This is an optimization exercise on Yosys and OpenROAD, whose aim is small area, a short achievable clock period and few clock cycles, not a production implementation. No functional check of the RTL was part of this run. Power and IR drop assume default switching activity.

==> flow/design.v <==
module fa_cell (input a, input b, input c, output s, output co);
assign s = a ^ b ^ c;
assign co = (a & b) | (a & c) | (b & c);
endmodule
module dot4_s1 (input [31:0] a, input [31:0] b, output [32:0] cs);
wire s1_1 = (a[0] & b[0]);
wire s1_2 = (a[0] & b[1]);
wire s1_3 = (a[0] & b[2]);
wire s1_4 = (a[0] & b[3]);
wire s1_5 = (a[0] & b[4]);
wire s1_6 = (a[0] & b[5]);
wire s1_7 = (a[0] & b[6]);
wire s1_8 = ~(a[0] & b[7]);
wire s1_9 = (a[1] & b[0]);
wire s1_10 = (a[1] & b[1]);
wire s1_11 = (a[1] & b[2]);
wire s1_12 = (a[1] & b[3]);
wire s1_13 = (a[1] & b[4]);
wire s1_14 = (a[1] & b[5]);
wire s1_15 = (a[1] & b[6]);
wire s1_16 = ~(a[1] & b[7]);
wire s1_17 = (a[2] & b[0]);
wire s1_18 = (a[2] & b[1]);
wire s1_19 = (a[2] & b[2]);
wire s1_20 = (a[2] & b[3]);
wire s1_21 = (a[2] & b[4]);
wire s1_22 = (a[2] & b[5]);
wire s1_23 = (a[2] & b[6]);
wire s1_24 = ~(a[2] & b[7]);
wire s1_25 = (a[3] & b[0]);
wire s1_26 = (a[3] & b[1]);
wire s1_27 = (a[3] & b[2]);
wire s1_28 = (a[3] & b[3]);
wire s1_29 = (a[3] & b[4]);
wire s1_30 = (a[3] & b[5]);
wire s1_31 = (a[3] & b[6]);
wire s1_32 = ~(a[3] & b[7]);
wire s1_33 = (a[4] & b[0]);
wire s1_34 = (a[4] & b[1]);
wire s1_35 = (a[4] & b[2]);
wire s1_36 = (a[4] & b[3]);
wire s1_37 = (a[4] & b[4]);
wire s1_38 = (a[4] & b[5]);
wire s1_39 = (a[4] & b[6]);
wire s1_40 = ~(a[4] & b[7]);
wire s1_41 = (a[5] & b[0]);
wire s1_42 = (a[5] & b[1]);
wire s1_43 = (a[5] & b[2]);
wire s1_44 = (a[5] & b[3]);
wire s1_45 = (a[5] & b[4]);
wire s1_46 = (a[5] & b[5]);
wire s1_47 = (a[5] & b[6]);
wire s1_48 = ~(a[5] & b[7]);
wire s1_49 = (a[6] & b[0]);
wire s1_50 = (a[6] & b[1]);
wire s1_51 = (a[6] & b[2]);
wire s1_52 = (a[6] & b[3]);
wire s1_53 = (a[6] & b[4]);
wire s1_54 = (a[6] & b[5]);
wire s1_55 = (a[6] & b[6]);
wire s1_56 = ~(a[6] & b[7]);
wire s1_57 = ~(a[7] & b[0]);
wire s1_58 = ~(a[7] & b[1]);
wire s1_59 = ~(a[7] & b[2]);
wire s1_60 = ~(a[7] & b[3]);
wire s1_61 = ~(a[7] & b[4]);
wire s1_62 = ~(a[7] & b[5]);
wire s1_63 = ~(a[7] & b[6]);
wire s1_64 = (a[7] & b[7]);
wire s1_65 = (a[8] & b[8]);
wire s1_66 = (a[8] & b[9]);
wire s1_67 = (a[8] & b[10]);
wire s1_68 = (a[8] & b[11]);
wire s1_69 = (a[8] & b[12]);
wire s1_70 = (a[8] & b[13]);
wire s1_71 = (a[8] & b[14]);
wire s1_72 = ~(a[8] & b[15]);
wire s1_73 = (a[9] & b[8]);
wire s1_74 = (a[9] & b[9]);
wire s1_75 = (a[9] & b[10]);
wire s1_76 = (a[9] & b[11]);
wire s1_77 = (a[9] & b[12]);
wire s1_78 = (a[9] & b[13]);
wire s1_79 = (a[9] & b[14]);
wire s1_80 = ~(a[9] & b[15]);
wire s1_81 = (a[10] & b[8]);
wire s1_82 = (a[10] & b[9]);
wire s1_83 = (a[10] & b[10]);
wire s1_84 = (a[10] & b[11]);
wire s1_85 = (a[10] & b[12]);
wire s1_86 = (a[10] & b[13]);
wire s1_87 = (a[10] & b[14]);
wire s1_88 = ~(a[10] & b[15]);
wire s1_89 = (a[11] & b[8]);
wire s1_90 = (a[11] & b[9]);
wire s1_91 = (a[11] & b[10]);
wire s1_92 = (a[11] & b[11]);
wire s1_93 = (a[11] & b[12]);
wire s1_94 = (a[11] & b[13]);
wire s1_95 = (a[11] & b[14]);
wire s1_96 = ~(a[11] & b[15]);
wire s1_97 = (a[12] & b[8]);
wire s1_98 = (a[12] & b[9]);
wire s1_99 = (a[12] & b[10]);
wire s1_100 = (a[12] & b[11]);
wire s1_101 = (a[12] & b[12]);
wire s1_102 = (a[12] & b[13]);
wire s1_103 = (a[12] & b[14]);
wire s1_104 = ~(a[12] & b[15]);
wire s1_105 = (a[13] & b[8]);
wire s1_106 = (a[13] & b[9]);
wire s1_107 = (a[13] & b[10]);
wire s1_108 = (a[13] & b[11]);
wire s1_109 = (a[13] & b[12]);
wire s1_110 = (a[13] & b[13]);
wire s1_111 = (a[13] & b[14]);
wire s1_112 = ~(a[13] & b[15]);
wire s1_113 = (a[14] & b[8]);
wire s1_114 = (a[14] & b[9]);
wire s1_115 = (a[14] & b[10]);
wire s1_116 = (a[14] & b[11]);
wire s1_117 = (a[14] & b[12]);
wire s1_118 = (a[14] & b[13]);
wire s1_119 = (a[14] & b[14]);
wire s1_120 = ~(a[14] & b[15]);
wire s1_121 = ~(a[15] & b[8]);
wire s1_122 = ~(a[15] & b[9]);
wire s1_123 = ~(a[15] & b[10]);
wire s1_124 = ~(a[15] & b[11]);
wire s1_125 = ~(a[15] & b[12]);
wire s1_126 = ~(a[15] & b[13]);
wire s1_127 = ~(a[15] & b[14]);
wire s1_128 = (a[15] & b[15]);
wire s1_129 = (a[16] & b[16]);
wire s1_130 = (a[16] & b[17]);
wire s1_131 = (a[16] & b[18]);
wire s1_132 = (a[16] & b[19]);
wire s1_133 = (a[16] & b[20]);
wire s1_134 = (a[16] & b[21]);
wire s1_135 = (a[16] & b[22]);
wire s1_136 = ~(a[16] & b[23]);
wire s1_137 = (a[17] & b[16]);
wire s1_138 = (a[17] & b[17]);
wire s1_139 = (a[17] & b[18]);
wire s1_140 = (a[17] & b[19]);
wire s1_141 = (a[17] & b[20]);
wire s1_142 = (a[17] & b[21]);
wire s1_143 = (a[17] & b[22]);
wire s1_144 = ~(a[17] & b[23]);
wire s1_145 = (a[18] & b[16]);
wire s1_146 = (a[18] & b[17]);
wire s1_147 = (a[18] & b[18]);
wire s1_148 = (a[18] & b[19]);
wire s1_149 = (a[18] & b[20]);
wire s1_150 = (a[18] & b[21]);
wire s1_151 = (a[18] & b[22]);
wire s1_152 = ~(a[18] & b[23]);
wire s1_153 = (a[19] & b[16]);
wire s1_154 = (a[19] & b[17]);
wire s1_155 = (a[19] & b[18]);
wire s1_156 = (a[19] & b[19]);
wire s1_157 = (a[19] & b[20]);
wire s1_158 = (a[19] & b[21]);
wire s1_159 = (a[19] & b[22]);
wire s1_160 = ~(a[19] & b[23]);
wire s1_161 = (a[20] & b[16]);
wire s1_162 = (a[20] & b[17]);
wire s1_163 = (a[20] & b[18]);
wire s1_164 = (a[20] & b[19]);
wire s1_165 = (a[20] & b[20]);
wire s1_166 = (a[20] & b[21]);
wire s1_167 = (a[20] & b[22]);
wire s1_168 = ~(a[20] & b[23]);
wire s1_169 = (a[21] & b[16]);
wire s1_170 = (a[21] & b[17]);
wire s1_171 = (a[21] & b[18]);
wire s1_172 = (a[21] & b[19]);
wire s1_173 = (a[21] & b[20]);
wire s1_174 = (a[21] & b[21]);
wire s1_175 = (a[21] & b[22]);
wire s1_176 = ~(a[21] & b[23]);
wire s1_177 = (a[22] & b[16]);
wire s1_178 = (a[22] & b[17]);
wire s1_179 = (a[22] & b[18]);
wire s1_180 = (a[22] & b[19]);
wire s1_181 = (a[22] & b[20]);
wire s1_182 = (a[22] & b[21]);
wire s1_183 = (a[22] & b[22]);
wire s1_184 = ~(a[22] & b[23]);
wire s1_185 = ~(a[23] & b[16]);
wire s1_186 = ~(a[23] & b[17]);
wire s1_187 = ~(a[23] & b[18]);
wire s1_188 = ~(a[23] & b[19]);
wire s1_189 = ~(a[23] & b[20]);
wire s1_190 = ~(a[23] & b[21]);
wire s1_191 = ~(a[23] & b[22]);
wire s1_192 = (a[23] & b[23]);
wire s1_193 = (a[24] & b[24]);
wire s1_194 = (a[24] & b[25]);
wire s1_195 = (a[24] & b[26]);
wire s1_196 = (a[24] & b[27]);
wire s1_197 = (a[24] & b[28]);
wire s1_198 = (a[24] & b[29]);
wire s1_199 = (a[24] & b[30]);
wire s1_200 = ~(a[24] & b[31]);
wire s1_201 = (a[25] & b[24]);
wire s1_202 = (a[25] & b[25]);
wire s1_203 = (a[25] & b[26]);
wire s1_204 = (a[25] & b[27]);
wire s1_205 = (a[25] & b[28]);
wire s1_206 = (a[25] & b[29]);
wire s1_207 = (a[25] & b[30]);
wire s1_208 = ~(a[25] & b[31]);
wire s1_209 = (a[26] & b[24]);
wire s1_210 = (a[26] & b[25]);
wire s1_211 = (a[26] & b[26]);
wire s1_212 = (a[26] & b[27]);
wire s1_213 = (a[26] & b[28]);
wire s1_214 = (a[26] & b[29]);
wire s1_215 = (a[26] & b[30]);
wire s1_216 = ~(a[26] & b[31]);
wire s1_217 = (a[27] & b[24]);
wire s1_218 = (a[27] & b[25]);
wire s1_219 = (a[27] & b[26]);
wire s1_220 = (a[27] & b[27]);
wire s1_221 = (a[27] & b[28]);
wire s1_222 = (a[27] & b[29]);
wire s1_223 = (a[27] & b[30]);
wire s1_224 = ~(a[27] & b[31]);
wire s1_225 = (a[28] & b[24]);
wire s1_226 = (a[28] & b[25]);
wire s1_227 = (a[28] & b[26]);
wire s1_228 = (a[28] & b[27]);
wire s1_229 = (a[28] & b[28]);
wire s1_230 = (a[28] & b[29]);
wire s1_231 = (a[28] & b[30]);
wire s1_232 = ~(a[28] & b[31]);
wire s1_233 = (a[29] & b[24]);
wire s1_234 = (a[29] & b[25]);
wire s1_235 = (a[29] & b[26]);
wire s1_236 = (a[29] & b[27]);
wire s1_237 = (a[29] & b[28]);
wire s1_238 = (a[29] & b[29]);
wire s1_239 = (a[29] & b[30]);
wire s1_240 = ~(a[29] & b[31]);
wire s1_241 = (a[30] & b[24]);
wire s1_242 = (a[30] & b[25]);
wire s1_243 = (a[30] & b[26]);
wire s1_244 = (a[30] & b[27]);
wire s1_245 = (a[30] & b[28]);
wire s1_246 = (a[30] & b[29]);
wire s1_247 = (a[30] & b[30]);
wire s1_248 = ~(a[30] & b[31]);
wire s1_249 = ~(a[31] & b[24]);
wire s1_250 = ~(a[31] & b[25]);
wire s1_251 = ~(a[31] & b[26]);
wire s1_252 = ~(a[31] & b[27]);
wire s1_253 = ~(a[31] & b[28]);
wire s1_254 = ~(a[31] & b[29]);
wire s1_255 = ~(a[31] & b[30]);
wire s1_256 = (a[31] & b[31]);
wire s1_257, s1_258;
fa_cell s1_257_u (.a(s1_129), .b(s1_65), .c(s1_1), .s(s1_257), .co(s1_258));
wire s1_259, s1_260;
fa_cell s1_259_u (.a(s1_66), .b(s1_9), .c(s1_2), .s(s1_259), .co(s1_260));
wire s1_261, s1_262;
fa_cell s1_261_u (.a(s1_137), .b(s1_130), .c(s1_73), .s(s1_261), .co(s1_262));
wire s1_263, s1_264;
fa_cell s1_263_u (.a(s1_258), .b(s1_201), .c(s1_194), .s(s1_263), .co(s1_264));
wire s1_265, s1_266;
fa_cell s1_265_u (.a(s1_263), .b(s1_261), .c(s1_259), .s(s1_265), .co(s1_266));
wire s1_267, s1_268;
fa_cell s1_267_u (.a(s1_17), .b(s1_10), .c(s1_3), .s(s1_267), .co(s1_268));
wire s1_269, s1_270;
fa_cell s1_269_u (.a(s1_81), .b(s1_74), .c(s1_67), .s(s1_269), .co(s1_270));
wire s1_271, s1_272;
fa_cell s1_271_u (.a(s1_145), .b(s1_138), .c(s1_131), .s(s1_271), .co(s1_272));
wire s1_273, s1_274;
fa_cell s1_273_u (.a(s1_209), .b(s1_202), .c(s1_195), .s(s1_273), .co(s1_274));
wire s1_275, s1_276;
fa_cell s1_275_u (.a(s1_267), .b(s1_262), .c(s1_260), .s(s1_275), .co(s1_276));
wire s1_277, s1_278;
fa_cell s1_277_u (.a(s1_273), .b(s1_271), .c(s1_269), .s(s1_277), .co(s1_278));
wire s1_279, s1_280;
fa_cell s1_279_u (.a(s1_277), .b(s1_275), .c(s1_264), .s(s1_279), .co(s1_280));
wire s1_281, s1_282;
fa_cell s1_281_u (.a(s1_18), .b(s1_11), .c(s1_4), .s(s1_281), .co(s1_282));
wire s1_283, s1_284;
fa_cell s1_283_u (.a(s1_75), .b(s1_68), .c(s1_25), .s(s1_283), .co(s1_284));
wire s1_285, s1_286;
fa_cell s1_285_u (.a(s1_132), .b(s1_89), .c(s1_82), .s(s1_285), .co(s1_286));
wire s1_287, s1_288;
fa_cell s1_287_u (.a(s1_153), .b(s1_146), .c(s1_139), .s(s1_287), .co(s1_288));
wire s1_289, s1_290;
fa_cell s1_289_u (.a(s1_210), .b(s1_203), .c(s1_196), .s(s1_289), .co(s1_290));
wire s1_291, s1_292;
fa_cell s1_291_u (.a(s1_270), .b(s1_268), .c(s1_217), .s(s1_291), .co(s1_292));
wire s1_293, s1_294;
fa_cell s1_293_u (.a(s1_281), .b(s1_274), .c(s1_272), .s(s1_293), .co(s1_294));
wire s1_295, s1_296;
fa_cell s1_295_u (.a(s1_287), .b(s1_285), .c(s1_283), .s(s1_295), .co(s1_296));
wire s1_297, s1_298;
fa_cell s1_297_u (.a(s1_278), .b(s1_276), .c(s1_289), .s(s1_297), .co(s1_298));
wire s1_299, s1_300;
fa_cell s1_299_u (.a(s1_295), .b(s1_293), .c(s1_291), .s(s1_299), .co(s1_300));
wire s1_301, s1_302;
fa_cell s1_301_u (.a(s1_299), .b(s1_297), .c(s1_280), .s(s1_301), .co(s1_302));
wire s1_303, s1_304;
fa_cell s1_303_u (.a(s1_19), .b(s1_12), .c(s1_5), .s(s1_303), .co(s1_304));
wire s1_305, s1_306;
fa_cell s1_305_u (.a(s1_69), .b(s1_33), .c(s1_26), .s(s1_305), .co(s1_306));
wire s1_307, s1_308;
fa_cell s1_307_u (.a(s1_90), .b(s1_83), .c(s1_76), .s(s1_307), .co(s1_308));
wire s1_309, s1_310;
fa_cell s1_309_u (.a(s1_140), .b(s1_133), .c(s1_97), .s(s1_309), .co(s1_310));
wire s1_311, s1_312;
fa_cell s1_311_u (.a(s1_161), .b(s1_154), .c(s1_147), .s(s1_311), .co(s1_312));
wire s1_313, s1_314;
fa_cell s1_313_u (.a(s1_211), .b(s1_204), .c(s1_197), .s(s1_313), .co(s1_314));
wire s1_315, s1_316;
fa_cell s1_315_u (.a(s1_282), .b(s1_225), .c(s1_218), .s(s1_315), .co(s1_316));
wire s1_317, s1_318;
fa_cell s1_317_u (.a(s1_288), .b(s1_286), .c(s1_284), .s(s1_317), .co(s1_318));
wire s1_319, s1_320;
fa_cell s1_319_u (.a(s1_305), .b(s1_303), .c(s1_290), .s(s1_319), .co(s1_320));
wire s1_321, s1_322;
fa_cell s1_321_u (.a(s1_311), .b(s1_309), .c(s1_307), .s(s1_321), .co(s1_322));
wire s1_323, s1_324;
fa_cell s1_323_u (.a(s1_294), .b(s1_292), .c(s1_313), .s(s1_323), .co(s1_324));
wire s1_325, s1_326;
fa_cell s1_325_u (.a(s1_317), .b(s1_315), .c(s1_296), .s(s1_325), .co(s1_326));
wire s1_327, s1_328;
fa_cell s1_327_u (.a(s1_298), .b(s1_321), .c(s1_319), .s(s1_327), .co(s1_328));
wire s1_329, s1_330;
fa_cell s1_329_u (.a(s1_325), .b(s1_323), .c(s1_300), .s(s1_329), .co(s1_330));
wire s1_331, s1_332;
fa_cell s1_331_u (.a(s1_329), .b(s1_302), .c(s1_327), .s(s1_331), .co(s1_332));
wire s1_333, s1_334;
fa_cell s1_333_u (.a(s1_20), .b(s1_13), .c(s1_6), .s(s1_333), .co(s1_334));
wire s1_335, s1_336;
fa_cell s1_335_u (.a(s1_41), .b(s1_34), .c(s1_27), .s(s1_335), .co(s1_336));
wire s1_337, s1_338;
fa_cell s1_337_u (.a(s1_84), .b(s1_77), .c(s1_70), .s(s1_337), .co(s1_338));
wire s1_339, s1_340;
fa_cell s1_339_u (.a(s1_105), .b(s1_98), .c(s1_91), .s(s1_339), .co(s1_340));
wire s1_341, s1_342;
fa_cell s1_341_u (.a(s1_148), .b(s1_141), .c(s1_134), .s(s1_341), .co(s1_342));
wire s1_343, s1_344;
fa_cell s1_343_u (.a(s1_169), .b(s1_162), .c(s1_155), .s(s1_343), .co(s1_344));
wire s1_345, s1_346;
fa_cell s1_345_u (.a(s1_212), .b(s1_205), .c(s1_198), .s(s1_345), .co(s1_346));
wire s1_347, s1_348;
fa_cell s1_347_u (.a(s1_233), .b(s1_226), .c(s1_219), .s(s1_347), .co(s1_348));
wire s1_349, s1_350;
fa_cell s1_349_u (.a(s1_308), .b(s1_306), .c(s1_304), .s(s1_349), .co(s1_350));
wire s1_351, s1_352;
fa_cell s1_351_u (.a(s1_314), .b(s1_312), .c(s1_310), .s(s1_351), .co(s1_352));
wire s1_353, s1_354;
fa_cell s1_353_u (.a(s1_337), .b(s1_335), .c(s1_333), .s(s1_353), .co(s1_354));
wire s1_355, s1_356;
fa_cell s1_355_u (.a(s1_343), .b(s1_341), .c(s1_339), .s(s1_355), .co(s1_356));
wire s1_357, s1_358;
fa_cell s1_357_u (.a(s1_316), .b(s1_347), .c(s1_345), .s(s1_357), .co(s1_358));
wire s1_359, s1_360;
fa_cell s1_359_u (.a(s1_322), .b(s1_320), .c(s1_318), .s(s1_359), .co(s1_360));
wire s1_361, s1_362;
fa_cell s1_361_u (.a(s1_353), .b(s1_351), .c(s1_349), .s(s1_361), .co(s1_362));
wire s1_363, s1_364;
fa_cell s1_363_u (.a(s1_326), .b(s1_324), .c(s1_355), .s(s1_363), .co(s1_364));
wire s1_365, s1_366;
fa_cell s1_365_u (.a(s1_361), .b(s1_359), .c(s1_357), .s(s1_365), .co(s1_366));
wire s1_367, s1_368;
fa_cell s1_367_u (.a(s1_330), .b(s1_363), .c(s1_328), .s(s1_367), .co(s1_368));
wire s1_369, s1_370;
fa_cell s1_369_u (.a(s1_367), .b(s1_332), .c(s1_365), .s(s1_369), .co(s1_370));
wire s1_371, s1_372;
fa_cell s1_371_u (.a(s1_21), .b(s1_14), .c(s1_7), .s(s1_371), .co(s1_372));
wire s1_373, s1_374;
fa_cell s1_373_u (.a(s1_42), .b(s1_35), .c(s1_28), .s(s1_373), .co(s1_374));
wire s1_375, s1_376;
fa_cell s1_375_u (.a(s1_78), .b(s1_71), .c(s1_49), .s(s1_375), .co(s1_376));
wire s1_377, s1_378;
fa_cell s1_377_u (.a(s1_99), .b(s1_92), .c(s1_85), .s(s1_377), .co(s1_378));
wire s1_379, s1_380;
fa_cell s1_379_u (.a(s1_135), .b(s1_113), .c(s1_106), .s(s1_379), .co(s1_380));
wire s1_381, s1_382;
fa_cell s1_381_u (.a(s1_156), .b(s1_149), .c(s1_142), .s(s1_381), .co(s1_382));
wire s1_383, s1_384;
fa_cell s1_383_u (.a(s1_177), .b(s1_170), .c(s1_163), .s(s1_383), .co(s1_384));
wire s1_385, s1_386;
fa_cell s1_385_u (.a(s1_213), .b(s1_206), .c(s1_199), .s(s1_385), .co(s1_386));
wire s1_387, s1_388;
fa_cell s1_387_u (.a(s1_234), .b(s1_227), .c(s1_220), .s(s1_387), .co(s1_388));
wire s1_389, s1_390;
fa_cell s1_389_u (.a(s1_336), .b(s1_334), .c(s1_241), .s(s1_389), .co(s1_390));
wire s1_391, s1_392;
fa_cell s1_391_u (.a(s1_342), .b(s1_340), .c(s1_338), .s(s1_391), .co(s1_392));
wire s1_393, s1_394;
fa_cell s1_393_u (.a(s1_348), .b(s1_346), .c(s1_344), .s(s1_393), .co(s1_394));
wire s1_395, s1_396;
fa_cell s1_395_u (.a(s1_375), .b(s1_373), .c(s1_371), .s(s1_395), .co(s1_396));
wire s1_397, s1_398;
fa_cell s1_397_u (.a(s1_381), .b(s1_379), .c(s1_377), .s(s1_397), .co(s1_398));
wire s1_399, s1_400;
fa_cell s1_399_u (.a(s1_387), .b(s1_385), .c(s1_383), .s(s1_399), .co(s1_400));
wire s1_401, s1_402;
fa_cell s1_401_u (.a(s1_354), .b(s1_352), .c(s1_350), .s(s1_401), .co(s1_402));
wire s1_403, s1_404;
fa_cell s1_403_u (.a(s1_391), .b(s1_389), .c(s1_356), .s(s1_403), .co(s1_404));
wire s1_405, s1_406;
fa_cell s1_405_u (.a(s1_397), .b(s1_395), .c(s1_393), .s(s1_405), .co(s1_406));
wire s1_407, s1_408;
fa_cell s1_407_u (.a(s1_360), .b(s1_358), .c(s1_399), .s(s1_407), .co(s1_408));
wire s1_409, s1_410;
fa_cell s1_409_u (.a(s1_403), .b(s1_401), .c(s1_362), .s(s1_409), .co(s1_410));
wire s1_411, s1_412;
fa_cell s1_411_u (.a(s1_407), .b(s1_364), .c(s1_405), .s(s1_411), .co(s1_412));
wire s1_413, s1_414;
fa_cell s1_413_u (.a(s1_368), .b(s1_409), .c(s1_366), .s(s1_413), .co(s1_414));
wire s1_415, s1_416;
fa_cell s1_415_u (.a(s1_22), .b(s1_15), .c(s1_8), .s(s1_415), .co(s1_416));
wire s1_417, s1_418;
fa_cell s1_417_u (.a(s1_43), .b(s1_36), .c(s1_29), .s(s1_417), .co(s1_418));
wire s1_419, s1_420;
fa_cell s1_419_u (.a(s1_72), .b(s1_57), .c(s1_50), .s(s1_419), .co(s1_420));
wire s1_421, s1_422;
fa_cell s1_421_u (.a(s1_93), .b(s1_86), .c(s1_79), .s(s1_421), .co(s1_422));
wire s1_423, s1_424;
fa_cell s1_423_u (.a(s1_114), .b(s1_107), .c(s1_100), .s(s1_423), .co(s1_424));
wire s1_425, s1_426;
fa_cell s1_425_u (.a(s1_143), .b(s1_136), .c(s1_121), .s(s1_425), .co(s1_426));
wire s1_427, s1_428;
fa_cell s1_427_u (.a(s1_164), .b(s1_157), .c(s1_150), .s(s1_427), .co(s1_428));
wire s1_429, s1_430;
fa_cell s1_429_u (.a(s1_185), .b(s1_178), .c(s1_171), .s(s1_429), .co(s1_430));
wire s1_431, s1_432;
fa_cell s1_431_u (.a(s1_214), .b(s1_207), .c(s1_200), .s(s1_431), .co(s1_432));
wire s1_433, s1_434;
fa_cell s1_433_u (.a(s1_235), .b(s1_228), .c(s1_221), .s(s1_433), .co(s1_434));
wire s1_435, s1_436;
fa_cell s1_435_u (.a(s1_372), .b(s1_249), .c(s1_242), .s(s1_435), .co(s1_436));
wire s1_437, s1_438;
fa_cell s1_437_u (.a(s1_378), .b(s1_376), .c(s1_374), .s(s1_437), .co(s1_438));
wire s1_439, s1_440;
fa_cell s1_439_u (.a(s1_384), .b(s1_382), .c(s1_380), .s(s1_439), .co(s1_440));
wire s1_441, s1_442;
fa_cell s1_441_u (.a(s1_415), .b(s1_388), .c(s1_386), .s(s1_441), .co(s1_442));
wire s1_443, s1_444;
fa_cell s1_443_u (.a(s1_421), .b(s1_419), .c(s1_417), .s(s1_443), .co(s1_444));
wire s1_445, s1_446;
fa_cell s1_445_u (.a(s1_427), .b(s1_425), .c(s1_423), .s(s1_445), .co(s1_446));
wire s1_447, s1_448;
fa_cell s1_447_u (.a(s1_433), .b(s1_431), .c(s1_429), .s(s1_447), .co(s1_448));
wire s1_449, s1_450;
fa_cell s1_449_u (.a(s1_394), .b(s1_392), .c(s1_390), .s(s1_449), .co(s1_450));
wire s1_451, s1_452;
fa_cell s1_451_u (.a(s1_400), .b(s1_398), .c(s1_396), .s(s1_451), .co(s1_452));
wire s1_453, s1_454;
fa_cell s1_453_u (.a(s1_439), .b(s1_437), .c(s1_435), .s(s1_453), .co(s1_454));
wire s1_455, s1_456;
fa_cell s1_455_u (.a(s1_445), .b(s1_443), .c(s1_441), .s(s1_455), .co(s1_456));
wire s1_457, s1_458;
fa_cell s1_457_u (.a(s1_404), .b(s1_402), .c(s1_447), .s(s1_457), .co(s1_458));
wire s1_459, s1_460;
fa_cell s1_459_u (.a(s1_451), .b(s1_406), .c(s1_449), .s(s1_459), .co(s1_460));
wire s1_461, s1_462;
fa_cell s1_461_u (.a(s1_408), .b(s1_455), .c(s1_453), .s(s1_461), .co(s1_462));
wire s1_463, s1_464;
fa_cell s1_463_u (.a(s1_459), .b(s1_410), .c(s1_457), .s(s1_463), .co(s1_464));
wire s1_465, s1_466;
fa_cell s1_465_u (.a(s1_463), .b(s1_461), .c(s1_412), .s(s1_465), .co(s1_466));
wire s1_467, s1_468;
fa_cell s1_467_u (.a(s1_30), .b(s1_23), .c(s1_16), .s(s1_467), .co(s1_468));
wire s1_469, s1_470;
fa_cell s1_469_u (.a(s1_51), .b(s1_44), .c(s1_37), .s(s1_469), .co(s1_470));
wire s1_471, s1_472;
fa_cell s1_471_u (.a(s1_87), .b(s1_80), .c(s1_58), .s(s1_471), .co(s1_472));
wire s1_473, s1_474;
fa_cell s1_473_u (.a(s1_108), .b(s1_101), .c(s1_94), .s(s1_473), .co(s1_474));
wire s1_475, s1_476;
fa_cell s1_475_u (.a(s1_144), .b(s1_122), .c(s1_115), .s(s1_475), .co(s1_476));
wire s1_477, s1_478;
fa_cell s1_477_u (.a(s1_165), .b(s1_158), .c(s1_151), .s(s1_477), .co(s1_478));
wire s1_479, s1_480;
fa_cell s1_479_u (.a(s1_186), .b(s1_179), .c(s1_172), .s(s1_479), .co(s1_480));
wire s1_481, s1_482;
fa_cell s1_481_u (.a(s1_222), .b(s1_215), .c(s1_208), .s(s1_481), .co(s1_482));
wire s1_483, s1_484;
fa_cell s1_483_u (.a(s1_243), .b(s1_236), .c(s1_229), .s(s1_483), .co(s1_484));
wire s1_485, s1_486;
fa_cell s1_485_u (.a(s1_418), .b(s1_416), .c(s1_250), .s(s1_485), .co(s1_486));
wire s1_487, s1_488;
fa_cell s1_487_u (.a(s1_424), .b(s1_422), .c(s1_420), .s(s1_487), .co(s1_488));
wire s1_489, s1_490;
fa_cell s1_489_u (.a(s1_430), .b(s1_428), .c(s1_426), .s(s1_489), .co(s1_490));
wire s1_491, s1_492;
fa_cell s1_491_u (.a(s1_467), .b(s1_434), .c(s1_432), .s(s1_491), .co(s1_492));
wire s1_493, s1_494;
fa_cell s1_493_u (.a(s1_473), .b(s1_471), .c(s1_469), .s(s1_493), .co(s1_494));
wire s1_495, s1_496;
fa_cell s1_495_u (.a(s1_479), .b(s1_477), .c(s1_475), .s(s1_495), .co(s1_496));
wire s1_497, s1_498;
fa_cell s1_497_u (.a(s1_436), .b(s1_483), .c(s1_481), .s(s1_497), .co(s1_498));
wire s1_499, s1_500;
fa_cell s1_499_u (.a(s1_442), .b(s1_440), .c(s1_438), .s(s1_499), .co(s1_500));
wire s1_501, s1_502;
fa_cell s1_501_u (.a(s1_448), .b(s1_446), .c(s1_444), .s(s1_501), .co(s1_502));
wire s1_503, s1_504;
fa_cell s1_503_u (.a(s1_489), .b(s1_487), .c(s1_485), .s(s1_503), .co(s1_504));
wire s1_505, s1_506;
fa_cell s1_505_u (.a(s1_495), .b(s1_493), .c(s1_491), .s(s1_505), .co(s1_506));
wire s1_507, s1_508;
fa_cell s1_507_u (.a(s1_454), .b(s1_452), .c(s1_450), .s(s1_507), .co(s1_508));
wire s1_509, s1_510;
fa_cell s1_509_u (.a(s1_499), .b(s1_456), .c(s1_497), .s(s1_509), .co(s1_510));
wire s1_511, s1_512;
fa_cell s1_511_u (.a(s1_505), .b(s1_503), .c(s1_501), .s(s1_511), .co(s1_512));
wire s1_513, s1_514;
fa_cell s1_513_u (.a(s1_460), .b(s1_507), .c(s1_458), .s(s1_513), .co(s1_514));
wire s1_515, s1_516;
fa_cell s1_515_u (.a(s1_462), .b(s1_511), .c(s1_509), .s(s1_515), .co(s1_516));
wire s1_517, s1_518;
fa_cell s1_517_u (.a(s1_515), .b(s1_513), .c(s1_464), .s(s1_517), .co(s1_518));
wire s1_519, s1_520;
fa_cell s1_519_u (.a(s1_38), .b(s1_31), .c(s1_24), .s(s1_519), .co(s1_520));
wire s1_521, s1_522;
fa_cell s1_521_u (.a(s1_59), .b(s1_52), .c(s1_45), .s(s1_521), .co(s1_522));
wire s1_523, s1_524;
fa_cell s1_523_u (.a(s1_102), .b(s1_95), .c(s1_88), .s(s1_523), .co(s1_524));
wire s1_525, s1_526;
fa_cell s1_525_u (.a(s1_123), .b(s1_116), .c(s1_109), .s(s1_525), .co(s1_526));
wire s1_527, s1_528;
fa_cell s1_527_u (.a(s1_166), .b(s1_159), .c(s1_152), .s(s1_527), .co(s1_528));
wire s1_529, s1_530;
fa_cell s1_529_u (.a(s1_187), .b(s1_180), .c(s1_173), .s(s1_529), .co(s1_530));
wire s1_531, s1_532;
fa_cell s1_531_u (.a(s1_230), .b(s1_223), .c(s1_216), .s(s1_531), .co(s1_532));
wire s1_533, s1_534;
fa_cell s1_533_u (.a(s1_251), .b(s1_244), .c(s1_237), .s(s1_533), .co(s1_534));
wire s1_535, s1_536;
fa_cell s1_535_u (.a(s1_472), .b(s1_470), .c(s1_468), .s(s1_535), .co(s1_536));
wire s1_537, s1_538;
fa_cell s1_537_u (.a(s1_478), .b(s1_476), .c(s1_474), .s(s1_537), .co(s1_538));
wire s1_539, s1_540;
fa_cell s1_539_u (.a(s1_484), .b(s1_482), .c(s1_480), .s(s1_539), .co(s1_540));
wire s1_541, s1_542;
fa_cell s1_541_u (.a(s1_523), .b(s1_521), .c(s1_519), .s(s1_541), .co(s1_542));
wire s1_543, s1_544;
fa_cell s1_543_u (.a(s1_529), .b(s1_527), .c(s1_525), .s(s1_543), .co(s1_544));
wire s1_545, s1_546;
fa_cell s1_545_u (.a(s1_486), .b(s1_533), .c(s1_531), .s(s1_545), .co(s1_546));
wire s1_547, s1_548;
fa_cell s1_547_u (.a(s1_492), .b(s1_490), .c(s1_488), .s(s1_547), .co(s1_548));
wire s1_549, s1_550;
fa_cell s1_549_u (.a(s1_535), .b(s1_496), .c(s1_494), .s(s1_549), .co(s1_550));
wire s1_551, s1_552;
fa_cell s1_551_u (.a(s1_541), .b(s1_539), .c(s1_537), .s(s1_551), .co(s1_552));
wire s1_553, s1_554;
fa_cell s1_553_u (.a(s1_500), .b(s1_498), .c(s1_543), .s(s1_553), .co(s1_554));
wire s1_555, s1_556;
fa_cell s1_555_u (.a(s1_545), .b(s1_504), .c(s1_502), .s(s1_555), .co(s1_556));
wire s1_557, s1_558;
fa_cell s1_557_u (.a(s1_549), .b(s1_547), .c(s1_506), .s(s1_557), .co(s1_558));
wire s1_559, s1_560;
fa_cell s1_559_u (.a(s1_553), .b(s1_508), .c(s1_551), .s(s1_559), .co(s1_560));
wire s1_561, s1_562;
fa_cell s1_561_u (.a(s1_512), .b(s1_510), .c(s1_555), .s(s1_561), .co(s1_562));
wire s1_563, s1_564;
fa_cell s1_563_u (.a(s1_559), .b(s1_514), .c(s1_557), .s(s1_563), .co(s1_564));
wire s1_565, s1_566;
fa_cell s1_565_u (.a(s1_39), .b(s1_32), .c(1'b1), .s(s1_565), .co(s1_566));
wire s1_567, s1_568;
fa_cell s1_567_u (.a(s1_60), .b(s1_53), .c(s1_46), .s(s1_567), .co(s1_568));
wire s1_569, s1_570;
fa_cell s1_569_u (.a(s1_110), .b(s1_103), .c(s1_96), .s(s1_569), .co(s1_570));
wire s1_571, s1_572;
fa_cell s1_571_u (.a(s1_160), .b(s1_124), .c(s1_117), .s(s1_571), .co(s1_572));
wire s1_573, s1_574;
fa_cell s1_573_u (.a(s1_181), .b(s1_174), .c(s1_167), .s(s1_573), .co(s1_574));
wire s1_575, s1_576;
fa_cell s1_575_u (.a(s1_231), .b(s1_224), .c(s1_188), .s(s1_575), .co(s1_576));
wire s1_577, s1_578;
fa_cell s1_577_u (.a(s1_252), .b(s1_245), .c(s1_238), .s(s1_577), .co(s1_578));
wire s1_579, s1_580;
fa_cell s1_579_u (.a(s1_524), .b(s1_522), .c(s1_520), .s(s1_579), .co(s1_580));
wire s1_581, s1_582;
fa_cell s1_581_u (.a(s1_530), .b(s1_528), .c(s1_526), .s(s1_581), .co(s1_582));
wire s1_583, s1_584;
fa_cell s1_583_u (.a(s1_565), .b(s1_534), .c(s1_532), .s(s1_583), .co(s1_584));
wire s1_585, s1_586;
fa_cell s1_585_u (.a(s1_571), .b(s1_569), .c(s1_567), .s(s1_585), .co(s1_586));
wire s1_587, s1_588;
fa_cell s1_587_u (.a(s1_577), .b(s1_575), .c(s1_573), .s(s1_587), .co(s1_588));
wire s1_589, s1_590;
fa_cell s1_589_u (.a(s1_540), .b(s1_538), .c(s1_536), .s(s1_589), .co(s1_590));
wire s1_591, s1_592;
fa_cell s1_591_u (.a(s1_579), .b(s1_544), .c(s1_542), .s(s1_591), .co(s1_592));
wire s1_593, s1_594;
fa_cell s1_593_u (.a(s1_585), .b(s1_583), .c(s1_581), .s(s1_593), .co(s1_594));
wire s1_595, s1_596;
fa_cell s1_595_u (.a(s1_548), .b(s1_546), .c(s1_587), .s(s1_595), .co(s1_596));
wire s1_597, s1_598;
fa_cell s1_597_u (.a(s1_552), .b(s1_589), .c(s1_550), .s(s1_597), .co(s1_598));
wire s1_599, s1_600;
fa_cell s1_599_u (.a(s1_554), .b(s1_593), .c(s1_591), .s(s1_599), .co(s1_600));
wire s1_601, s1_602;
fa_cell s1_601_u (.a(s1_558), .b(s1_595), .c(s1_556), .s(s1_601), .co(s1_602));
wire s1_603, s1_604;
fa_cell s1_603_u (.a(s1_599), .b(s1_560), .c(s1_597), .s(s1_603), .co(s1_604));
wire s1_605, s1_606;
fa_cell s1_605_u (.a(s1_564), .b(s1_601), .c(s1_562), .s(s1_605), .co(s1_606));
wire s1_607, s1_608;
fa_cell s1_607_u (.a(s1_54), .b(s1_47), .c(s1_40), .s(s1_607), .co(s1_608));
wire s1_609, s1_610;
fa_cell s1_609_u (.a(s1_111), .b(s1_104), .c(s1_61), .s(s1_609), .co(s1_610));
wire s1_611, s1_612;
fa_cell s1_611_u (.a(s1_168), .b(s1_125), .c(s1_118), .s(s1_611), .co(s1_612));
wire s1_613, s1_614;
fa_cell s1_613_u (.a(s1_189), .b(s1_182), .c(s1_175), .s(s1_613), .co(s1_614));
wire s1_615, s1_616;
fa_cell s1_615_u (.a(s1_246), .b(s1_239), .c(s1_232), .s(s1_615), .co(s1_616));
wire s1_617, s1_618;
fa_cell s1_617_u (.a(s1_568), .b(s1_566), .c(s1_253), .s(s1_617), .co(s1_618));
wire s1_619, s1_620;
fa_cell s1_619_u (.a(s1_574), .b(s1_572), .c(s1_570), .s(s1_619), .co(s1_620));
wire s1_621, s1_622;
fa_cell s1_621_u (.a(s1_607), .b(s1_578), .c(s1_576), .s(s1_621), .co(s1_622));
wire s1_623, s1_624;
fa_cell s1_623_u (.a(s1_613), .b(s1_611), .c(s1_609), .s(s1_623), .co(s1_624));
wire s1_625, s1_626;
fa_cell s1_625_u (.a(s1_582), .b(s1_580), .c(s1_615), .s(s1_625), .co(s1_626));
wire s1_627, s1_628;
fa_cell s1_627_u (.a(s1_588), .b(s1_586), .c(s1_584), .s(s1_627), .co(s1_628));
wire s1_629, s1_630;
fa_cell s1_629_u (.a(s1_621), .b(s1_619), .c(s1_617), .s(s1_629), .co(s1_630));
wire s1_631, s1_632;
fa_cell s1_631_u (.a(s1_592), .b(s1_590), .c(s1_623), .s(s1_631), .co(s1_632));
wire s1_633, s1_634;
fa_cell s1_633_u (.a(s1_627), .b(s1_594), .c(s1_625), .s(s1_633), .co(s1_634));
wire s1_635, s1_636;
fa_cell s1_635_u (.a(s1_631), .b(s1_596), .c(s1_629), .s(s1_635), .co(s1_636));
wire s1_637, s1_638;
fa_cell s1_637_u (.a(s1_600), .b(s1_633), .c(s1_598), .s(s1_637), .co(s1_638));
wire s1_639, s1_640;
fa_cell s1_639_u (.a(s1_604), .b(s1_635), .c(s1_602), .s(s1_639), .co(s1_640));
wire s1_641, s1_642;
fa_cell s1_641_u (.a(s1_62), .b(s1_55), .c(s1_48), .s(s1_641), .co(s1_642));
wire s1_643, s1_644;
fa_cell s1_643_u (.a(s1_126), .b(s1_119), .c(s1_112), .s(s1_643), .co(s1_644));
wire s1_645, s1_646;
fa_cell s1_645_u (.a(s1_190), .b(s1_183), .c(s1_176), .s(s1_645), .co(s1_646));
wire s1_647, s1_648;
fa_cell s1_647_u (.a(s1_254), .b(s1_247), .c(s1_240), .s(s1_647), .co(s1_648));
wire s1_649, s1_650;
fa_cell s1_649_u (.a(s1_612), .b(s1_610), .c(s1_608), .s(s1_649), .co(s1_650));
wire s1_651, s1_652;
fa_cell s1_651_u (.a(s1_641), .b(s1_616), .c(s1_614), .s(s1_651), .co(s1_652));
wire s1_653, s1_654;
fa_cell s1_653_u (.a(s1_647), .b(s1_645), .c(s1_643), .s(s1_653), .co(s1_654));
wire s1_655, s1_656;
fa_cell s1_655_u (.a(s1_622), .b(s1_620), .c(s1_618), .s(s1_655), .co(s1_656));
wire s1_657, s1_658;
fa_cell s1_657_u (.a(s1_651), .b(s1_649), .c(s1_624), .s(s1_657), .co(s1_658));
wire s1_659, s1_660;
fa_cell s1_659_u (.a(s1_628), .b(s1_626), .c(s1_653), .s(s1_659), .co(s1_660));
wire s1_661, s1_662;
fa_cell s1_661_u (.a(s1_657), .b(s1_655), .c(s1_630), .s(s1_661), .co(s1_662));
wire s1_663, s1_664;
fa_cell s1_663_u (.a(s1_634), .b(s1_659), .c(s1_632), .s(s1_663), .co(s1_664));
wire s1_665, s1_666;
fa_cell s1_665_u (.a(s1_663), .b(s1_636), .c(s1_661), .s(s1_665), .co(s1_666));
wire s1_667, s1_668;
fa_cell s1_667_u (.a(s1_120), .b(s1_63), .c(s1_56), .s(s1_667), .co(s1_668));
wire s1_669, s1_670;
fa_cell s1_669_u (.a(s1_191), .b(s1_184), .c(s1_127), .s(s1_669), .co(s1_670));
wire s1_671, s1_672;
fa_cell s1_671_u (.a(s1_642), .b(s1_255), .c(s1_248), .s(s1_671), .co(s1_672));
wire s1_673, s1_674;
fa_cell s1_673_u (.a(s1_648), .b(s1_646), .c(s1_644), .s(s1_673), .co(s1_674));
wire s1_675, s1_676;
fa_cell s1_675_u (.a(s1_650), .b(s1_669), .c(s1_667), .s(s1_675), .co(s1_676));
wire s1_677, s1_678;
fa_cell s1_677_u (.a(s1_671), .b(s1_654), .c(s1_652), .s(s1_677), .co(s1_678));
wire s1_679, s1_680;
fa_cell s1_679_u (.a(s1_675), .b(s1_656), .c(s1_673), .s(s1_679), .co(s1_680));
wire s1_681, s1_682;
fa_cell s1_681_u (.a(s1_660), .b(s1_677), .c(s1_658), .s(s1_681), .co(s1_682));
wire s1_683, s1_684;
fa_cell s1_683_u (.a(s1_664), .b(s1_662), .c(s1_679), .s(s1_683), .co(s1_684));
wire s1_685, s1_686;
fa_cell s1_685_u (.a(s1_192), .b(s1_128), .c(s1_64), .s(s1_685), .co(s1_686));
wire s1_687, s1_688;
fa_cell s1_687_u (.a(s1_670), .b(s1_668), .c(s1_256), .s(s1_687), .co(s1_688));
wire s1_689, s1_690;
fa_cell s1_689_u (.a(s1_674), .b(s1_672), .c(s1_685), .s(s1_689), .co(s1_690));
wire s1_691, s1_692;
fa_cell s1_691_u (.a(s1_678), .b(s1_676), .c(s1_687), .s(s1_691), .co(s1_692));
wire s1_693, s1_694;
fa_cell s1_693_u (.a(s1_691), .b(s1_680), .c(s1_689), .s(s1_693), .co(s1_694));
wire s1_695, s1_696;
fa_cell s1_695_u (.a(s1_684), .b(s1_693), .c(s1_682), .s(s1_695), .co(s1_696));
wire s1_697 = s1_690 ^ s1_688 ^ s1_686;
wire s1_698 = s1_694 ^ s1_697 ^ s1_692;
assign cs[0] = s1_193;
assign cs[1] = s1_257;
assign cs[2] = s1_265;
assign cs[3] = s1_266;
assign cs[4] = s1_279;
assign cs[5] = s1_301;
assign cs[6] = s1_331;
assign cs[7] = s1_369;
assign cs[8] = s1_411;
assign cs[9] = s1_370;
assign cs[10] = s1_413;
assign cs[11] = s1_414;
assign cs[12] = s1_465;
assign cs[13] = s1_466;
assign cs[14] = s1_517;
assign cs[15] = s1_561;
assign cs[16] = s1_516;
assign cs[17] = s1_563;
assign cs[18] = s1_518;
assign cs[19] = s1_603;
assign cs[20] = s1_605;
assign cs[21] = s1_637;
assign cs[22] = s1_606;
assign cs[23] = s1_639;
assign cs[24] = s1_638;
assign cs[25] = s1_665;
assign cs[26] = s1_640;
assign cs[27] = s1_681;
assign cs[28] = s1_666;
assign cs[29] = s1_683;
assign cs[30] = s1_695;
assign cs[31] = s1_698;
assign cs[32] = s1_696;
endmodule
module dot4_s2 (input [32:0] cs, output [15:0] y);
wire s2_1, s2_2;
fa_cell s2_1_u (.a(cs[10]), .b(cs[9]), .c(cs[8]), .s(s2_1), .co(s2_2));
wire s2_3, s2_4;
fa_cell s2_3_u (.a(s2_2), .b(cs[12]), .c(cs[11]), .s(s2_3), .co(s2_4));
wire s2_5, s2_6;
fa_cell s2_5_u (.a(s2_4), .b(cs[14]), .c(cs[13]), .s(s2_5), .co(s2_6));
wire s2_7, s2_8;
fa_cell s2_7_u (.a(cs[17]), .b(cs[16]), .c(cs[15]), .s(s2_7), .co(s2_8));
wire s2_9, s2_10;
fa_cell s2_9_u (.a(s2_6), .b(s2_7), .c(cs[18]), .s(s2_9), .co(s2_10));
wire s2_11, s2_12;
fa_cell s2_11_u (.a(s2_8), .b(cs[20]), .c(cs[19]), .s(s2_11), .co(s2_12));
wire s2_13, s2_14;
fa_cell s2_13_u (.a(cs[23]), .b(cs[22]), .c(cs[21]), .s(s2_13), .co(s2_14));
wire s2_15, s2_16;
fa_cell s2_15_u (.a(cs[26]), .b(cs[25]), .c(cs[24]), .s(s2_15), .co(s2_16));
wire s2_17, s2_18;
fa_cell s2_17_u (.a(cs[29]), .b(cs[28]), .c(cs[27]), .s(s2_17), .co(s2_18));
wire [15:0] r0 = {cs[31], cs[30], s2_16, s2_14, s2_13, s2_11, s2_9, s2_5, s2_3, s2_1, cs[7], cs[6], cs[5], cs[3], cs[2], cs[0]};
wire [15:0] r1 = {cs[32], s2_18, s2_17, s2_15, s2_12, s2_10, 1'b0, 1'b0, 1'b0, 1'b0, 1'b0, 1'b0, 1'b0, cs[4], 1'b0, cs[1]};
assign y = r0 + r1;
endmodule
module sys_array_fetcher
#(parameter DATA_WIDTH=8,
parameter ARRAY_W=4,
parameter ARRAY_L=4)
(input  clock,
    input  reset_n,
    input  load_params,
    input  start_comp,
    input  [DATA_WIDTH*ARRAY_W*ARRAY_L - 1:0] input_data_a,
    input  [DATA_WIDTH*ARRAY_W*ARRAY_L - 1:0] input_data_b,
    output reg ready,
    output [2*DATA_WIDTH*ARRAY_W*ARRAY_W-1:0] out_data);
localparam CSW = 33;
reg [127:0] param;                
reg [16*CSW-1:0] cs;              
wire [16*CSW-1:0] cs_next;
genvar i, j;
generate
    for (i = 0; i < 4; i = i + 1) begin : row
        for (j = 0; j < 4; j = j + 1) begin : col
            dot4_s1 s1 (.a(input_data_a[32*j +: 32]), .b(param[32*i +: 32]),
                        .cs(cs_next[CSW*(4*i+j) +: CSW]));
            dot4_s2 s2 (.cs(cs[CSW*(4*i+j) +: CSW]), .y(out_data[16*(4*i+j) +: 16]));
        end
    end
endgenerate
always @(posedge clock) begin
    if (~reset_n) begin
        param <= 128'd0;
        ready <= 1'b0;
    end else begin
        if (load_params) param <= input_data_b;
        if (start_comp) ready <= 1'b1;
    end
    if (start_comp) cs <= cs_next;
end
endmodule
==> flow/run.sh <==
#!/bin/bash
# synth_recipe.tcl (not shown) runs the flow's synth.tcl, then flattens the netlist and writes it again
# the make line also repeats each setting of config.mk as NAME=value (left out here)
make -C /OpenROAD-flow-scripts/flow DESIGN_CONFIG=/design/flow/config.mk WORK_HOME=/design/flow/orfs CLKGATE_MAP_FILE= SYNTH_SCRIPT=/design/flow/synth_recipe.tcl finish
==> flow/config.mk <==
export PLATFORM = sky130hd
export DESIGN_NAME = sys_array_fetcher
export DESIGN_NICKNAME = sys_array_fetcher
export VERILOG_FILES = /design/flow/design.v
export SDC_FILE = /design/flow/constraint.sdc
export NUM_CORES = 4
export LEC_CHECK = 0
export CAP_MARGIN = 20
export CORE_MARGIN = 2
export CORE_UTILIZATION = 40
export SLEW_MARGIN = 20
export SYNTH_HIERARCHICAL = 1
==> flow/constraint.sdc <==
create_clock -name core_clock -period 6.5 [get_ports {clock}]
set_input_delay 1.3000 -clock core_clock [delete_from_list [all_inputs] [get_ports {clock}]]
set_output_delay 1.3000 -clock core_clock [all_outputs]
set_load 0.01 [all_outputs]
==> flow_summary.toml <==
[outcome]
status = "timing/DRC/antenna clean"

[logic_synthesis]
synth_edf_count = 528
synth_top_cell_by_area = "fa_1"
ys_top_cells_by_count = "fa_1, and2_1, nand2_1"
syn_area_um2 = 130000
syn_inst = 10300
ys_ff_latch = 657
ys_top_cells_by_area = "fa_1, and2_1, edfxtp_1, buf_4, nand2_1"
yosys_most_used_dff = "edfxtp_1"
synth_cell_types = 38
avgSynthCellArea_um2 = 12.6
synth_top_area_share_pct = 56.4
synth.most_common_cell = "fa_1"
synthArstFlopShare_pct = 0
synthesis.nets = 14400
yosysSeqAreaShare_pct = 14.2
ys.warnings.count = 7

[die]
initial_core_util_pct = 40.2
rows = 209
core_um2 = 324000
io_pins = 517
die_area_um2 = 330000
die_h_um = 574
fp.dieW_um = 574

[placement]
place_inst = 14900
place_hpwl_um = 349000
place_congestion = 0.936
port-buffer-count = 516
place_area_um2 = 141000
pre_cts_ws_ns = 0.416

[clock_network]
cts-root-buf = "clkbuf_16"
clock-sinks = 657
path_clk_slew_ns = 0.06
cts_tree = "yes"
cts-htree-levels = 3
numCtsBuffers = 90
clk_latency_ns = 0.76
ctsLongestPathBuffers = 3

[sta]
hold_viol_final = 0
setup_viol = 0
period_needed_ns = 6.36
worst_pin_slew_ns = 1.31
timing.fmax_mhz = 157
drv_slew = 0
setup_slack_ns = 0.137
finClkSkew_ns = 0.0377
maxSlewHeadroom_pct = 12.9
post-route-period-util_pct = 97.9

[worst_hold_path]
hp-class = "reg -> reg"
hold_path_depth = 1
min_to = "ready"
min_from = "ready"

[global_route]
antenna_found_initial = 93
overflow = 0
grt_pass1_wl_um = 727000
grt_usage_pct = 30.7
grt_max_degree = 119
grt_pass1_vias = 104000

[drt]
ant_nets = 0
drc = 0
viasPerCell = 5.95
firstDrtPassIters = 8
routedWlPerCell_um = 33.1
first_iter_violations = 9933
drt-total-wl_um = 502000
num_vias = 90000

[worst_setup_path]
slowest_delay_ns = 0.59
r2r-end = "cs[315]"
crit_top_cell = "fa_1"
slowest_stage = "clkdlybuf4s50_1"
worstPathCellList = "fa_1 > fa_1 > fa_1 > fa_1 > ha_1 > and4_1 > nand4_1 > a21oi_1 > xor2_2 > clkdlybuf4s50_1"
rr_startpoint = "param[81]"
arrival_ns = 5.06
crit_required_ns = 5.20
cp-end-kind = "output port"
r2r_slack_ns = 1.26
critical_path_class = "reg -> out"
timing.critical_path.fanout_max = 3
startpoint_type = "flop"
reg2regPathDepth = 9

[layout]
drive_above_1_share_pct = 6.64
nets = 14700
syn_to_final_growth_pct = 10.9
fin_area_um2 = 144000
utilization_pct = 44.5
final_cells = 15100

[power]
p_per_area_nw_per_um2 = 409
p_leak_nw = 60.4
ir_worst_vdd_v = 0.000990
finalPower_w = 0.0589

[flow_run]
max_cap_viol_count = 0
==> power by group <==
part	switching [W]	total (W)	internal, W
combinational	0.0239	0.0441	0.0202
sequential	0.00146	0.00935	0.00789
clock	0.00222	0.00545	0.00324
==> how the worst max path moves through the flow <==
stage,start,endpoint,cells after the start
finish,cs[109],out_data[62],10
global route,cs[307],out_data[158],11
CTS,cs[307],out_data[158],10
detailed placement,input_data_a[84],cs[212],10
global placement,input_data_a[33],cs[317],10
floorplan,input_data_a[98],cs[119],9
==> state kept, by name (all words and copies together) (netlist names) <==
register / count
ready: 1
cs: 528
param: 128
==> cell usage in the layout, fill, tap and decap left out, drive strengths merged, types with 17 or more instances in the layout <==
| master | count |
|---|---|
| dfxtp | 129 |
| fa | 3664 |
| nand2 | 960 |
| nor3 | 32 |
| nand4 | 64 |
| clkbuf | 119 |
| nand3 | 32 |
| a21o | 32 |
| edfxtp | 528 |
| nor2 | 64 |
| xnor2 | 176 |
| buf | 380 |
| and2 | 3248 |
| nor2b | 128 |
| diode | 60 |
| clkinv | 28 |
| mux2i | 128 |
| clkdlybuf4s50 | 497 |
| xor2 | 64 |
| and4 | 48 |
| o21a | 17 |
| inv | 41 |
| a21oi | 48 |
| ha | 128 |
==> Yosys stat by module, one instance, submodules excluded <==
module | cells | times used
fa_cell | 1 | 3664
sys_array_fetcher | 942 | 1
dot4_s2 | 60 | 16
dot4_s1 | 296 | 16
==> cells by family (layout without fill, tap and decap cells) <==
kind of cell	after synthesis	after routing	share of synthesized area, %
AO/OA/AOI/OAI	209	209	1.16
XOR/XNOR	256	256	1.89
adder cells (fa/ha/maj)	3792	3792	57.6
buffers and inverters	636	1082	3.53
flip-flops	657	657	14.2
multiplexers	128	128	0.985
other	16	76	0.0462
AND/OR/NAND/NOR	4608	4608	20.6
==> area by class of cell <==
cell class	instances	area, um^2
tap	4325	5410
clock inverter	51	641
sequential	657	18600
antenna	60	150
clock buffer	118	2530
inverter	32	120
timing repair buffer	881	9640
fill	29400	180000
multi-input combinational	9009	107000
==> stage by stage <==
stage / TNS [ns] / hold slack [ns]
after floorplan: 0 / 0.509
after global placement: 0 / 0.457
after detailed placement: 0 / 0.460
after CTS: -0.0384 / 0.475
after global routing: -0.0122 / 0.521
final: 0 / 0.477
==> worst max-delay path: cells and delay by family (launching register included) <==
family          cells  cell delay [ns]
fa+ha+maj           5             2.17
flops               1             0.40
xor+xnor            1             0.24
compound gates      1             0.35
simple gates        2             0.57
buf+inv             1             0.59
==> metal layers <==
layer,up-vias,wire [um],GRT usage (%)
li1,32800,-,-
met1,48100,179000,37.8
met2,7218,232000,48.4
met3,1936,57700,8.80
met4,14,33600,17.8
met5,-,93,0
==> timing repair <==
action                     in CTS  in global routing
setup endpoints to repair       7                 13
setup buffers                   1                  1
pin swaps                       2                  8
hold buffers                    0                  0
gates resized for setup         9                 11

what the ideal ports hide:
In the flow no input, the clock included, has a driving cell. The finished layout below was timed again as built, in two steps. Step 1, drivers: a clkbuf_16 drives clock and a buf_2 each remaining input, both assumed. Step 2 also shifts input and output timing later by t, the mid clock arrival at the registers, as if the neighbouring blocks saw the same clock. Slacks: ideal / step 1 / step 2; pairs: ideal / step 1.
shift t [ns]: 0.857
setup slack, ns: 0.137 / 0.027 / 0.387
worst setup path after step 2: input to register
latest minus earliest clock arrival (ns): 0.043 / 0.043
After both steps this run still meets setup and hold. For this run, drivers alone change the setup slack by -0.110 ns; drivers and shift together by +0.250 ns.
